Context: an optimization exercise on an open-source flow, tuned for a short achievable clock period and few clock cycles. The choices shown serve that exercise and are no tape-out recipe.
For this run, only the layout was checked, not whether the RTL still works.
Power is estimated from default activity; no workload was simulated.

==> design/flow/design.v <==
module pipelined_processor (
	input clk,     
	input reset,   
	output [63:0] imem_addr,
	input  [31:0] imem_rdata,
	output [63:0] dmem_addr,
	output [63:0] dmem_wdata,
	output        dmem_we,
	input  [63:0] dmem_rdata
);
	localparam OP_R  = 7'b0110011;
	localparam OP_I  = 7'b0010011;
	localparam OP_LD = 7'b0000011;
	localparam OP_ST = 7'b0100011;
	localparam OP_BR = 7'b1100011;
	localparam K_NONE = 2'd0;    
	localparam K_OWN  = 2'd1;    
	localparam K_FOLD = 2'd2;    
	reg  [61:0] pc;          
	reg         f_sq;        
	reg         f_recov;     
	reg         d_valid;
	reg  [31:0] d_inst;
	reg  [61:0] d_pc;
	reg         d_sq;
	reg  [1:0]  d_kind;
	reg  [4:0]  d_frs;       
	reg         d_fsw, d_fpz;    
	reg         d_fbeq, d_fblt;
	reg         d_pred;      
	reg  [61:0] d_alt;       
	reg  [1:0]  d_pidx;
	reg  [4:0]  d_ghr;
	reg         e_valid;
	reg  [63:0] e_a, e_b, e_c;     
	reg         e_fa, e_fb, e_fc;  
	reg         e_la, e_lb, e_lc;  
	reg         e_sub, e_and, e_or;
	reg         e_ld, e_st, e_wen;
	reg  [4:0]  e_rd;
	reg         e_car;             
	reg         e_br;              
	reg         e_beq, e_blt;
	reg         e_fold;            
	reg  [63:0] e_x;               
	reg         e_xf, e_xl, e_fsw, e_fpz;
	reg         e_fbeq, e_fblt;
	reg         e_pred;
	reg  [1:0]  e_pidx;
	reg  [4:0]  e_ghr;
	reg  [61:0] e_ra;              
	reg         e_sok;             
	reg  [2:0]  e_sidx;
	reg  [63:0] m_res;       
	reg  [63:0] m_addr;      
	reg  [63:0] m_wdata;
	reg         m_we;
	reg         m_ld, m_wen;
	reg  [4:0]  m_rd;
	reg         m_fold;
	reg  [63:0] m_x;
	reg         m_fsw, m_fpz;
	reg         m_beq, m_blt;
	reg         m_pred;
	reg  [1:0]  m_pidx;
	reg  [4:0]  m_ghr;
	reg  [61:0] m_ra;
	reg         m_sok;
	reg  [2:0]  m_sidx;
	reg  [63:0] rf [1:31];
	reg  [1:0]  bp [0:127];
	reg  [4:0]  ghr;
	reg         u_v, u_taken, w_v, w_taken;
	reg  [6:0]  u_idx, w_idx;
	reg  [1:0]  u_old, w_old;
	reg  [47:0] rg;
	reg         bv   [0:15];
	reg  [9:0]  btag [0:15];
	reg  [13:0] btgt [0:15];
	reg         bunc [0:15];
	reg         bnev [0:15];
	reg         bcar [0:15];
	reg         bbeq [0:15];
	reg         bblt [0:15];
	reg  [4:0]  brs  [0:15];
	reg         bsw  [0:15];
	reg         bpz  [0:15];
	reg         l_v, l_ok, l_unc, l_nev, l_car, l_beq, l_blt;
	reg  [47:0] l_rg;
	reg  [3:0]  l_idx;
	reg  [9:0]  l_tag;
	reg  [13:0] l_tgt;
	reg  [4:0]  l_rs;
	wire        l_new = (l_rg != rg);    
	reg         l_sw, l_pz;
	reg         sv    [0:7];
	reg  [10:0] stag  [0:7];
	reg  [31:0] sword [0:7];
	assign dmem_addr  = m_addr;
	assign dmem_wdata = m_wdata;
	assign dmem_we    = m_we;
	wire [63:0] m_wbdata = m_ld ? dmem_rdata : m_res;
	wire [63:0] mo = m_fpz ? 64'd0 : m_res;
	wire [63:0] mx = m_fsw ? mo : m_x;
	wire [63:0] my = m_fsw ? m_x : mo;
	wire m_eq = (mx == my);
	wire m_lt = (mx[63] != my[63]) ? mx[63] : (mx[62:0] < my[62:0]);
	wire m_taken = (m_beq & m_eq) | (m_blt & m_lt);
	wire m_redir = m_fold & (m_taken != m_pred);
	wire m_rsh   = m_redir & m_sok;
	wire m_rpc   = m_redir & ~m_sok;
	wire [63:0] ea = e_fa ? m_res : e_a;
	wire [63:0] eb = e_fb ? m_res : e_b;
	wire [63:0] ec = e_lc ? dmem_rdata : (e_fc ? m_res : e_c);
	wire [63:0] e_sum = ea + (e_sub ? ~eb : eb) + {63'd0, e_sub};
	wire [63:0] e_res = e_and ? (ea & eb) : e_or ? (ea | eb) : e_sum;
	wire [63:0] ca = e_la ? dmem_rdata : ea;
	wire [63:0] cb = e_lb ? dmem_rdata : eb;
	wire e_eq = (ca == cb);
	wire e_lt = (ca[63] != cb[63]) ? ca[63] : (ca[62:0] < cb[62:0]);
	wire e_taken = (e_beq & e_eq) | (e_blt & e_lt);
	wire e_redir = e_br & (e_taken != e_pred);     
	wire e_rsh   = e_redir & e_sok;
	wire e_rpc   = e_redir & ~e_sok;
	wire [63:0] ex = e_xl ? dmem_rdata : e_xf ? m_res : e_x;
	wire [6:0] d_op  = d_inst[6:0];
	wire [4:0] d_rd  = d_inst[11:7];
	wire [2:0] d_f3  = d_inst[14:12];
	wire [4:0] d_rs1 = d_inst[19:15];
	wire [4:0] d_rs2 = d_inst[24:20];
	wire d_isR  = (d_op == OP_R);
	wire d_isI  = (d_op == OP_I);
	wire d_isLd = (d_op == OP_LD);
	wire d_isSt = (d_op == OP_ST);
	wire d_isBr = (d_op == OP_BR);
	wire d_own  = (d_kind == K_OWN);
	wire d_wen  = (d_isR | d_isI | d_isLd) & (d_rd != 5'd0);
	wire [63:0] d_immI = {{52{d_inst[31]}}, d_inst[31:20]};
	wire [63:0] d_immS = {{52{d_inst[31]}}, d_inst[31:25], d_inst[11:7]};
	wire [61:0] d_tgt  = d_pc + {{52{d_inst[31]}}, d_inst[7], d_inst[30:25], d_inst[11:9]};
	wire        d_same = (d_rs1 == d_rs2);
	wire        d_z1 = (d_rs1 == 5'd0), d_z2 = (d_rs2 == 5'd0);
	wire        d_q1 = e_wen & (e_rd == d_rs1), d_q2 = e_wen & (e_rd == d_rs2);
	wire        d_sa = (d_z1 | d_q1) & ~d_q2;      
	wire        d_sb = (d_z2 | d_q2) & ~d_q1;      
	wire        d_car  = d_sq & e_valid & e_car & (d_sa | d_sb);
	wire        d_learn = d_valid & d_isBr & (~d_own | d_car);
	wire [14:0] d_tlo  = {1'b0, d_pc[13:0]} + {{4{d_inst[31]}}, d_inst[31], d_inst[7], d_inst[30:25], d_inst[11:9]};
	wire        d_bpred = d_own & d_pred;
	wire [61:0] d_balt  = d_own ? d_alt : d_tgt;
	wire [2:0] d_sidx = d_alt[2:0];
	wire       d_sok  = (d_own | (d_kind == K_FOLD)) & (d_alt[61:14] == rg) &
	                    sv[d_sidx] & (stag[d_sidx] == d_alt[13:3]) &
	                    (sword[d_sidx][6:0] != OP_BR);
	function [63:0] rd_reg(input [4:0] r);
		rd_reg = (r == 5'd0) ? 64'd0 : (m_wen && m_rd == r) ? m_wbdata : rf[r];
	endfunction
	wire [63:0] d_r1 = rd_reg(d_rs1);
	wire [63:0] d_r2 = rd_reg(d_rs2);
	wire [63:0] d_x  = rd_reg(d_frs);
	wire d_hit1 = e_valid & e_wen & (e_rd == d_rs1);
	wire d_hit2 = e_valid & e_wen & (e_rd == d_rs2);
	wire d_hitx = e_valid & e_wen & (e_rd == d_frs);
	wire d_stall = d_valid & e_valid & e_ld &
	               ((d_hit1 & (d_isR | d_isI | d_isLd | d_isSt)) | (d_hit2 & d_isR));
	assign imem_addr = {pc, 2'b00};
	wire [61:0] pc1 = pc + 62'd1;
	wire [61:0] pc2 = pc + 62'd2;
	wire        f_inrg  = (pc[61:14] == rg);
	wire        f_inrg1 = f_inrg & ~(&pc[13:0]);
	wire [3:0]  i0 = pc[3:0];
	wire [3:0]  i1 = pc[3:0] + 4'd1;
	wire        h0 = f_inrg  & bv[i0] & (btag[i0] == pc[13:4]);
	wire        h1 = f_inrg1 & bv[i1] & (btag[i1] == pc1[13:4]);
	wire [61:0] t0 = {pc[61:14], btgt[i0]};
	wire [61:0] t1 = {pc[61:14], btgt[i1]};
	wire        p0 = bunc[i0] | (~bnev[i0] & bp[{i0[1:0], ghr}][1]);
	wire        p1 = bunc[i1] | (~bnev[i1] & bp[{i1[1:0], ghr}][1]);
	wire        j1 = h1 & bunc[i1];              
	wire        c1 = h1 & ~bunc[i1] & bcar[i1];  
	wire [61:0] f_ft   = j1 ? t1 : pc1;
	wire [61:0] f_go   = h0 ? (p0 ? t0 : f_ft) : j1 ? t1 : c1 ? (p1 ? t1 : pc2) : pc1;
	wire [61:0] f_alt  = h0 ? (p0 ? f_ft : t0) : (p1 ? pc2 : t1);
	wire        f_seqn = h0 ? (~p0 & ~j1) : (~j1 & ~c1);   
	wire [1:0]  f_kind = h0 ? K_OWN : c1 ? K_FOLD : K_NONE;
	wire        f_bpred = h0 ? p0 : p1;
	wire        f_push = (h0 & ~bunc[i0]) | c1;
	wire [61:0] re_1 = e_ra + 62'd1, re_2 = e_ra + 62'd2;
	wire [3:0]  re_i = re_1[3:0];
	wire        re_h = (re_1[61:14] == rg) & bv[re_i] & (btag[re_i] == re_1[13:4]);
	wire [4:0]  re_ghr = {e_ghr[3:0], ~e_pred};
	wire        re_p = bunc[re_i] | (~bnev[re_i] & bp[{re_i[1:0], re_ghr}][1]);
	wire        re_j = re_h & bunc[re_i];
	wire        re_c = re_h & ~bunc[re_i] & bcar[re_i];
	wire [61:0] re_t = {re_1[61:14], btgt[re_i]};
	wire [61:0] re_alt = re_p ? re_2 : re_t;
	wire        re_sq = ~re_j & ~re_c;
	wire [61:0] re_pc = ~e_sok ? e_ra : re_j ? re_t : re_c ? (re_p ? re_t : re_2) : re_1;
	wire [61:0] rm_1 = m_ra + 62'd1, rm_2 = m_ra + 62'd2;
	wire [3:0]  rm_i = rm_1[3:0];
	wire        rm_h = (rm_1[61:14] == rg) & bv[rm_i] & (btag[rm_i] == rm_1[13:4]);
	wire [4:0]  rm_ghr = {m_ghr[3:0], ~m_pred};
	wire        rm_p = bunc[rm_i] | (~bnev[rm_i] & bp[{rm_i[1:0], rm_ghr}][1]);
	wire        rm_j = rm_h & bunc[rm_i];
	wire        rm_c = rm_h & ~bunc[rm_i] & bcar[rm_i];
	wire [61:0] rm_t = {rm_1[61:14], btgt[rm_i]};
	wire [61:0] rm_alt = rm_p ? rm_2 : rm_t;
	wire        rm_sq = ~rm_j & ~rm_c;
	wire [61:0] rm_pc = ~m_sok ? m_ra : rm_j ? rm_t : rm_c ? (rm_p ? rm_t : rm_2) : rm_1;
	wire [61:0] pc_keep = d_stall ? pc : f_go;
	wire [61:0] pc_e    = e_redir ? re_pc : pc_keep;
	wire [61:0] pc_nxt  = m_redir ? rm_pc : pc_e;
	integer i;
	always @(posedge clk) begin
		if (reset)
			pc <= 62'd0;
		else
			pc <= pc_nxt;
		if (reset || m_rpc || (e_rpc && !m_redir))
			f_sq <= 1'b0;
		else if (m_rsh)
			f_sq <= rm_sq;
		else if (e_rsh)
			f_sq <= re_sq;
		else if (!d_stall)
			f_sq <= f_seqn;
		if (reset || m_rpc || (e_rpc && !m_redir))
			d_valid <= 1'b0;
		else if (!d_stall)
			d_valid <= 1'b1;
		if (m_rsh) begin
			d_inst <= sword[m_sidx];
			d_kind <= rm_c ? K_FOLD : K_NONE;
			d_sq   <= 1'b0;
			d_pred <= rm_p;
			d_alt  <= rm_alt;
			d_pidx <= rm_i[1:0];
			d_ghr  <= rm_ghr;
			d_frs  <= brs[rm_i];
			d_fsw  <= bsw[rm_i];
			d_fpz  <= bpz[rm_i];
			d_fbeq <= bbeq[rm_i];
			d_fblt <= bblt[rm_i];
		end else if (e_rsh) begin
			d_inst <= sword[e_sidx];
			d_kind <= re_c ? K_FOLD : K_NONE;
			d_sq   <= 1'b0;
			d_pred <= re_p;
			d_alt  <= re_alt;
			d_pidx <= re_i[1:0];
			d_ghr  <= re_ghr;
			d_frs  <= brs[re_i];
			d_fsw  <= bsw[re_i];
			d_fpz  <= bpz[re_i];
			d_fbeq <= bbeq[re_i];
			d_fblt <= bblt[re_i];
		end else if (!d_stall) begin
			d_inst <= imem_rdata;
			d_kind <= f_kind;
			d_sq   <= f_sq;
			d_pc   <= pc;
			d_pred <= f_bpred;
			d_alt  <= f_alt;
			d_pidx <= h0 ? i0[1:0] : i1[1:0];
			d_ghr  <= ghr;
			d_frs  <= brs[i1];
			d_fsw  <= bsw[i1];
			d_fpz  <= bpz[i1];
			d_fbeq <= bbeq[i1];
			d_fblt <= bblt[i1];
		end
		if (reset)
			f_recov <= 1'b0;
		else
			f_recov <= m_rpc | (e_rpc & ~m_redir);
		if (reset || (l_v && l_new)) begin
			for (i = 0; i < 8; i = i + 1)
				sv[i] <= 1'b0;
		end else if (f_recov && f_inrg) begin
			sv[pc[2:0]]    <= 1'b1;
			stag[pc[2:0]]  <= pc[13:3];
			sword[pc[2:0]] <= imem_rdata;
		end
		if (reset)
			l_v <= 1'b0;
		else
			l_v <= d_learn;
		l_ok   <= ~d_tlo[14];
		l_rg   <= d_pc[61:14];
		l_idx  <= d_pc[3:0];
		l_tag  <= d_pc[13:4];
		l_tgt  <= d_tlo[13:0];
		l_unc  <= (d_f3 == 3'b000) & d_same;
		l_nev  <= (d_f3 == 3'b100) & d_same;
		l_car  <= d_car;
		l_beq  <= (d_f3 == 3'b000);
		l_blt  <= (d_f3 == 3'b100);
		l_rs   <= d_sa ? d_rs2 : d_rs1;
		l_sw   <= d_sa;
		l_pz   <= d_sa ? d_z1 : d_z2;
		if (reset) begin
			for (i = 0; i < 16; i = i + 1)
				bv[i] <= 1'b0;
		end else if (l_v) begin
			if (l_new) begin
				rg <= l_rg;
				for (i = 0; i < 16; i = i + 1)
					bv[i] <= 1'b0;
			end
			if (l_ok) begin
				bv[l_idx]   <= 1'b1;
				btag[l_idx] <= l_tag;
				btgt[l_idx] <= l_tgt;
				bunc[l_idx] <= l_unc;
				bnev[l_idx] <= l_nev;
				bcar[l_idx] <= l_car;
				bbeq[l_idx] <= l_beq;
				bblt[l_idx] <= l_blt;
				brs[l_idx]  <= l_rs;
				bsw[l_idx]  <= l_sw;
				bpz[l_idx]  <= l_pz;
			end
		end
		if (reset)
			ghr <= 5'd0;
		else if (m_redir)
			ghr <= (m_sok & rm_c) ? {rm_ghr[3:0], rm_p} : rm_ghr;
		else if (e_redir)
			ghr <= (e_sok & re_c) ? {re_ghr[3:0], re_p} : re_ghr;
		else if (!d_stall && f_push)
			ghr <= {ghr[3:0], f_bpred};
		if (reset || m_redir || e_redir || d_stall) begin
			e_valid <= 1'b0;
			e_br    <= 1'b0;
			e_fold  <= 1'b0;
		end else begin
			e_valid <= d_valid;
			e_br    <= d_valid & d_isBr;
			e_fold  <= d_valid & (d_kind == K_FOLD);
		end
		e_a  <= d_r1;
		e_b  <= (d_isI | d_isLd) ? d_immI : d_isSt ? d_immS : d_r2;
		e_c  <= d_r2;
		e_fa <= d_hit1 & ~e_ld;
		e_fb <= d_hit2 & ~e_ld & (d_isR | d_isBr);
		e_fc <= d_hit2 & ~e_ld;
		e_la <= d_hit1 & e_ld;
		e_lb <= d_hit2 & e_ld & d_isBr;
		e_lc <= d_hit2 & e_ld;
		e_sub <= d_isR & d_inst[30] & (d_f3 == 3'b000);
		e_and <= (d_isR | d_isI) & (d_f3 == 3'b111);
		e_or  <= (d_isR | d_isI) & (d_f3 == 3'b110);
		e_ld  <= d_isLd;
		e_st  <= d_isSt;
		e_wen <= d_wen;
		e_rd  <= d_rd;
		e_car <= ~d_isBr & ~d_isLd & (d_kind != K_FOLD);
		e_beq <= d_f3 == 3'b000;
		e_blt <= d_f3 == 3'b100;
		e_x  <= d_x;
		e_xf <= d_hitx & ~e_ld;
		e_xl <= d_hitx & e_ld;
		e_fsw <= d_fsw;
		e_fpz <= d_fpz;
		e_fbeq <= d_fbeq;
		e_fblt <= d_fblt;
		e_pred <= d_isBr ? d_bpred : d_pred;
		e_pidx <= d_isBr ? d_pc[1:0] : d_pidx;
		e_ghr  <= d_ghr;
		e_sok  <= d_sok;
		e_sidx <= d_sidx;
		e_ra   <= d_isBr ? d_balt : d_alt;
		m_res <= e_res;
		if (e_ld | e_st)
			m_addr <= e_sum;
		if (e_st)
			m_wdata <= ec;
		if (reset) begin
			m_we   <= 1'b0;
			m_wen  <= 1'b0;
			m_fold <= 1'b0;
		end else begin
			m_we   <= e_valid & e_st & ~m_redir;
			m_wen  <= e_valid & e_wen & ~m_redir;
			m_fold <= e_fold & ~m_redir;
		end
		m_ld  <= e_ld;
		m_rd  <= e_rd;
		m_x   <= ex;
		m_fsw <= e_fsw;
		m_fpz <= e_fpz;
		m_beq <= e_fbeq;
		m_blt <= e_fblt;
		m_pred <= e_pred;
		m_pidx <= e_pidx;
		m_ghr  <= e_ghr;
		m_ra   <= e_ra;
		m_sok  <= e_sok;
		m_sidx <= e_sidx;
		if (m_wen)
			rf[m_rd] <= m_wbdata;
		if (reset) begin
			u_v <= 1'b0;
			w_v <= 1'b0;
		end else begin
			u_v <= e_br & ~m_redir;
			w_v <= m_fold;
		end
		u_taken <= e_taken;
		u_idx   <= {e_pidx, e_ghr};
		u_old   <= bp[{e_pidx, e_ghr}];
		w_taken <= m_taken;
		w_idx   <= {m_pidx, m_ghr};
		w_old   <= bp[{m_pidx, m_ghr}];
		if (reset) begin
			for (i = 0; i < 128; i = i + 1)
				bp[i] <= 2'b10;
		end else begin
			if (w_v)
				bp[w_idx] <= w_taken ? (w_old == 2'b11 ? 2'b11 : w_old + 2'b01)
				                     : (w_old == 2'b00 ? 2'b00 : w_old - 2'b01);
			if (u_v)
				bp[u_idx] <= u_taken ? (u_old == 2'b11 ? 2'b11 : u_old + 2'b01)
				                     : (u_old == 2'b00 ? 2'b00 : u_old - 2'b01);
		end
	end
endmodule
==> design/flow/flow/run.sh <==
#!/bin/bash
# Layout flow: the standard flow step by step, except that the ports are
# buffered with plain buffers (sky130_fd_sc_hd__buf_4) instead of the delay
# cell buffer_ports picks by default. Each step's output goes to its own log.
set -euo pipefail
export BUFFER_PORTS_ARGS="-buffer_cell sky130_fd_sc_hd__buf_4"
for step in synth floorplan place cts route finish; do
  bash standard.sh "$step" > "log_$step.txt" 2>&1
done
==> design/flow/standard.sh <==
#!/bin/bash
# synth_recipe.tcl (not shown) runs the flow's synth.tcl, then flattens the netlist and writes it again
# the make line also repeats each setting of config.mk as NAME=value (left out here)
make -C /OpenROAD-flow-scripts/flow DESIGN_CONFIG=/design/flow/config.mk WORK_HOME=/design/flow/orfs CLKGATE_MAP_FILE= SYNTH_SCRIPT=/design/flow/synth_recipe.tcl "${@:-finish}"
==> design/flow/config.mk <==
export PLATFORM = sky130hd
export DESIGN_NAME = pipelined_processor
export DESIGN_NICKNAME = pipelined_processor
export VERILOG_FILES = /design/flow/design.v
export SDC_FILE = /design/flow/constraint.sdc
export NUM_CORES = 8
export LEC_CHECK = 0
export CAP_MARGIN = 20
export CORE_MARGIN = 2
export CORE_UTILIZATION = 40
export PLACE_DENSITY = 0.6
export SETUP_SLACK_MARGIN = 5
export SLEW_MARGIN = 20
export TNS_END_PERCENT = 30
==> design/flow/constraint.sdc <==
create_clock -name core_clock -period 8.5 [get_ports {clk}]
set_input_delay 1.7000 -clock core_clock [delete_from_list [all_inputs] [get_ports {clk}]]
set_output_delay 1.7000 -clock core_clock [all_outputs]
set_load 0.01 [all_outputs]
==> reports/results.ini <==
[status]
run_status = finished clean

[synthesis]
yosys_most_used_dff = edfxtp_1
synth_edf_count = 3511
yosysSeqAreaShare = 0.486
synth-simple-area-share = 0.0818
synthMuxAreaShare = 0.279
syn_area_um2 = 249000
synth_top_cell_area_share = 0.423
synth.avg_cell_area_um2 = 13.5
synth-compound-area-share = 0.0821
synth_xor_area_frac = 0.0296
synth_top_family_by_area = multiplexers
synth_commonest_cells = 3511 x edfxtp_1, 2541 x mux4_2, 1337 x nand2_1, 1115 x clkbuf_1, 1019 x nor2_1
yosysUniqueCellTypes = 116
async_flop_share = 0
synthAdderAreaFrac = 0.0132
synth_seq_cells = 4295
yosysMostFrequentCell = edfxtp_1
synthCells = 18400
synthTopCellsByArea = edfxtp_1 42%, mux4_2 23%, dfxtp_1 6.3%
synth_area_leader_cell = edfxtp_1
yosys_warnings = 1

[power_and_ir_drop]
total_power_mw = 65.0
power_leakage_nw = 101
power_density_nw_per_um2 = 215
vdd_drop_max_uv = 213

[placement]
dp_hpwl_um = 735000
io_buffers = 288
gp_congestion = 1.05

[critical_path]
cp.arrival_ps = 6400
critPathMaxFanout = 8
crit_type = flop to flop
crit_path_start_kind = flop
ff2ff_setup_slack_ps = 3170
r2r-end = pc[44]
crit_required_ps = 9560
reg2reg_depth = 16
critPathCaptureType = flop
cp-startpoint = m_ra[2]
r2r_start = m_ra[2]

[timing]
tns_ps = 0
worst-slew-pin-transition_ps = 1300
fin_crit_sh = 0.628
finalSetupViolCount = 0
maxSlewHeadroom = 0.123
skew_ps = 109
min_period_ps = 5330
rsz0062_at_grt = yes
hold_viol = 0
max_freq_mhz = 187
slew_violations = 0

[detailed_routing]
routedWlPerCell_um = 41.4
drt_pass1_iterations = 7
avgViaCountPerCell = 6.95
wirelength_um = 1160000
drc_errors = 0
drtIter0Drc = 32800
routed-via-count = 196000
antenna_left = 0

[floorplanning]
dieArea_um2 = 630000
rows = 290
core_um2 = 623000
initial_core_util = 0.401
die_height_um = 794
dieWidth_um = 794
ios = 291

[clock_tree]
cts.htree.levels = 5
cts_sinks = 4295
numCtsBuffers = 471
cts_root_buf = clkbuf_16
clk_pin_slew_ps = 70
cts.path.max_buffers = 4
cts_hold_buf = 0
cts_tree = yes
clkLatencyLatePin_ps = 1140

[final_layout]
nNetsFinal = 19700
drive_above_1_share = 0.353
syn_to_final_growth_pct = 21.3
fillCellCount = 53200

[global_route]
grt_max_degree = 118
antenna_found_initial = 91
grt_usage = 0.351
grt-ovfl-total = 0
grt_pass1_wl_um = 1550000
grt_pass1_vias = 183000

[worst_hold_path]
min_path_type = flop to flop
min_delay_worst_endpoint = e_fblt
hold_depth = 0
holdCritStartpoint = d_fblt

[run]
max_cap_viol_count = 0

final cells by class:
class,instances,area (um2),area share
Clock buffer,634,13000,0.0429
Multi-Input combinational cell,12300,131000,0.433
Sequential cell,4295,121000,0.401
Timing Repair Buffer,1984,22600,0.0748
Clock inverter,261,3030,0.0100
Tap cell,8322,10400,0.0344
Timing Repair inverter,2,17.5,0.0000579
Antenna cell,53,133,0.000438
Inverter,241,986,0.00326
power breakdown:
part | total, mW | leakage [nW] | internal (mW) | switching (mW)
clock network | 21.5 | 7.82 | 12.3 | 9.19
logic | 17.3 | 55.0 | 6.84 | 10.5
registers | 26.1 | 38.5 | 25.0 | 1.14
cells by family (layout without fill, tap and decap cells):
kind of cell / count (synthesis) / in the layout
flip-flops: 4295 / 4295
AND/OR/NAND/NOR: 4236 / 4247
AO/OA/AOI/OAI: 3228 / 3228
buffers and inverters: 1828 / 3122
other: 1 / 55
XOR/XNOR: 840 / 840
adder cells (fa/ha/maj): 263 / 263
multiplexers: 3745 / 3746
layout by cell type (no fill, tap or decap), types with 291 or more instances in the layout:
cell type  netlist  routed
a21oi_1        919     800
xor2_1         403     352
mux4_2        2541    2541
nor2_1        1019     900
nand2_1       1337    1212
nor3_1         345     291
buf_4           24    1282
edfxtp_1      3511    3511
nand3_1        369     334
mux2i_1        944     822
o21ai_0        822     619
dfxtp_1        784     663
clkbuf_16        0     522
xnor2_1        435     356
routing by layer:
layer / vias up / wire length, um / track usage
li1: 76000 / - / -
met1: 100000 / 414000 / 0.451
met2: 15500 / 501000 / 0.516
met3: 3569 / 148000 / 0.0989
met4: 42 / 101000 / 0.240
met5: - / 285 / 0.000454
worst max path at each step:
| stage | slack (ps) | endpoint | cells past startpoint |
|---|---|---|---|
| 2_1_floorplan | 2370 | d_alt[0] | 12 |
| 3_3_place_gp | 1170 | pc[11] | 15 |
| 3_5_place_dp | 1110 | d_inst[18] | 14 |
| 4_1_cts | 3320 | e_ra[46] | 16 |
| 5_1_grt | 3190 | pc[44] | 16 |
| 6_report | 3170 | pc[44] | 16 |
state kept, by name, indices dropped and copies added, names as in the netlist, 48 cells and up, named ones only:
signal and count:
m_ra 62, btag 160, e_ra 62, d_alt 62, l_rg 48, btgt 224
e_x 64, e_c 64, m_addr 64, sword 256, bp 256, m_x 64
pc 62, e_a 64, d_pc 62, brs 80, m_wdata 64, rf 1984
rg 48, m_res 64, stag 88, e_b 64
stage by stage:
stage	setup WS [ps]	hold slack [ps]	util	cell area, um2	instances
global route	3190	344	0.486	302000	28100
CTS	3320	328	0.473	294000	27700
floorplan	2370	310	-	251000	18400
detailed placement	1110	312	0.423	263000	26200
finish	3170	326	0.486	303000	28100
global placement	1170	311	0.423	263000	26200
worst max-delay path, cell delays in order, from the launching register on:
cell      delay, ps
dfxtp_2         460
ha_4            250
nand3_2         280
nor2_1          620
nand4_1         320
or4_1           490
o21ai_0         190
nand3_1         100
buf_4           190
nand3b_1        280
or4_4           750
mux2_4          360
nand3b_1        200
xnor2_2         320
buf_6           230
a22oi_2          70
a31oi_1         150
timing repair:
action,in CTS,in global routing
setup endpoints to repair,1671,1926
pin swaps,312,313
resized for setup,1445,925
gates cloned,93,48
setup buffers,596,271

-- separate check: timing with driven ports --
Ports are ideal in the flow. The routed layout listed here was re-timed in OpenROAD.
Step 1 assumes that a clkbuf_16 drives the clock port and a buf_2 every other input.
Step 2 times the ports against the registers' clock, not the clock port: input delays grow and output delays shrink by t, the midpoint of the rising clock arrivals with the driver on.
a / b / c = ideal / step 1 / step 2; a / b = the first two.
t, ns: 1.236
slack for setup (ns): 3.165 / 3.165 / 2.289
worst setup path at the end: input to register
worst register clock-pin slew, ns: 0.08 / 0.08
cell pins on the clock port's net: 1
After both steps setup and hold are still met in this run. The setup slack of this run moves by 0.000 ns with the drivers and by -0.876 ns with both steps.
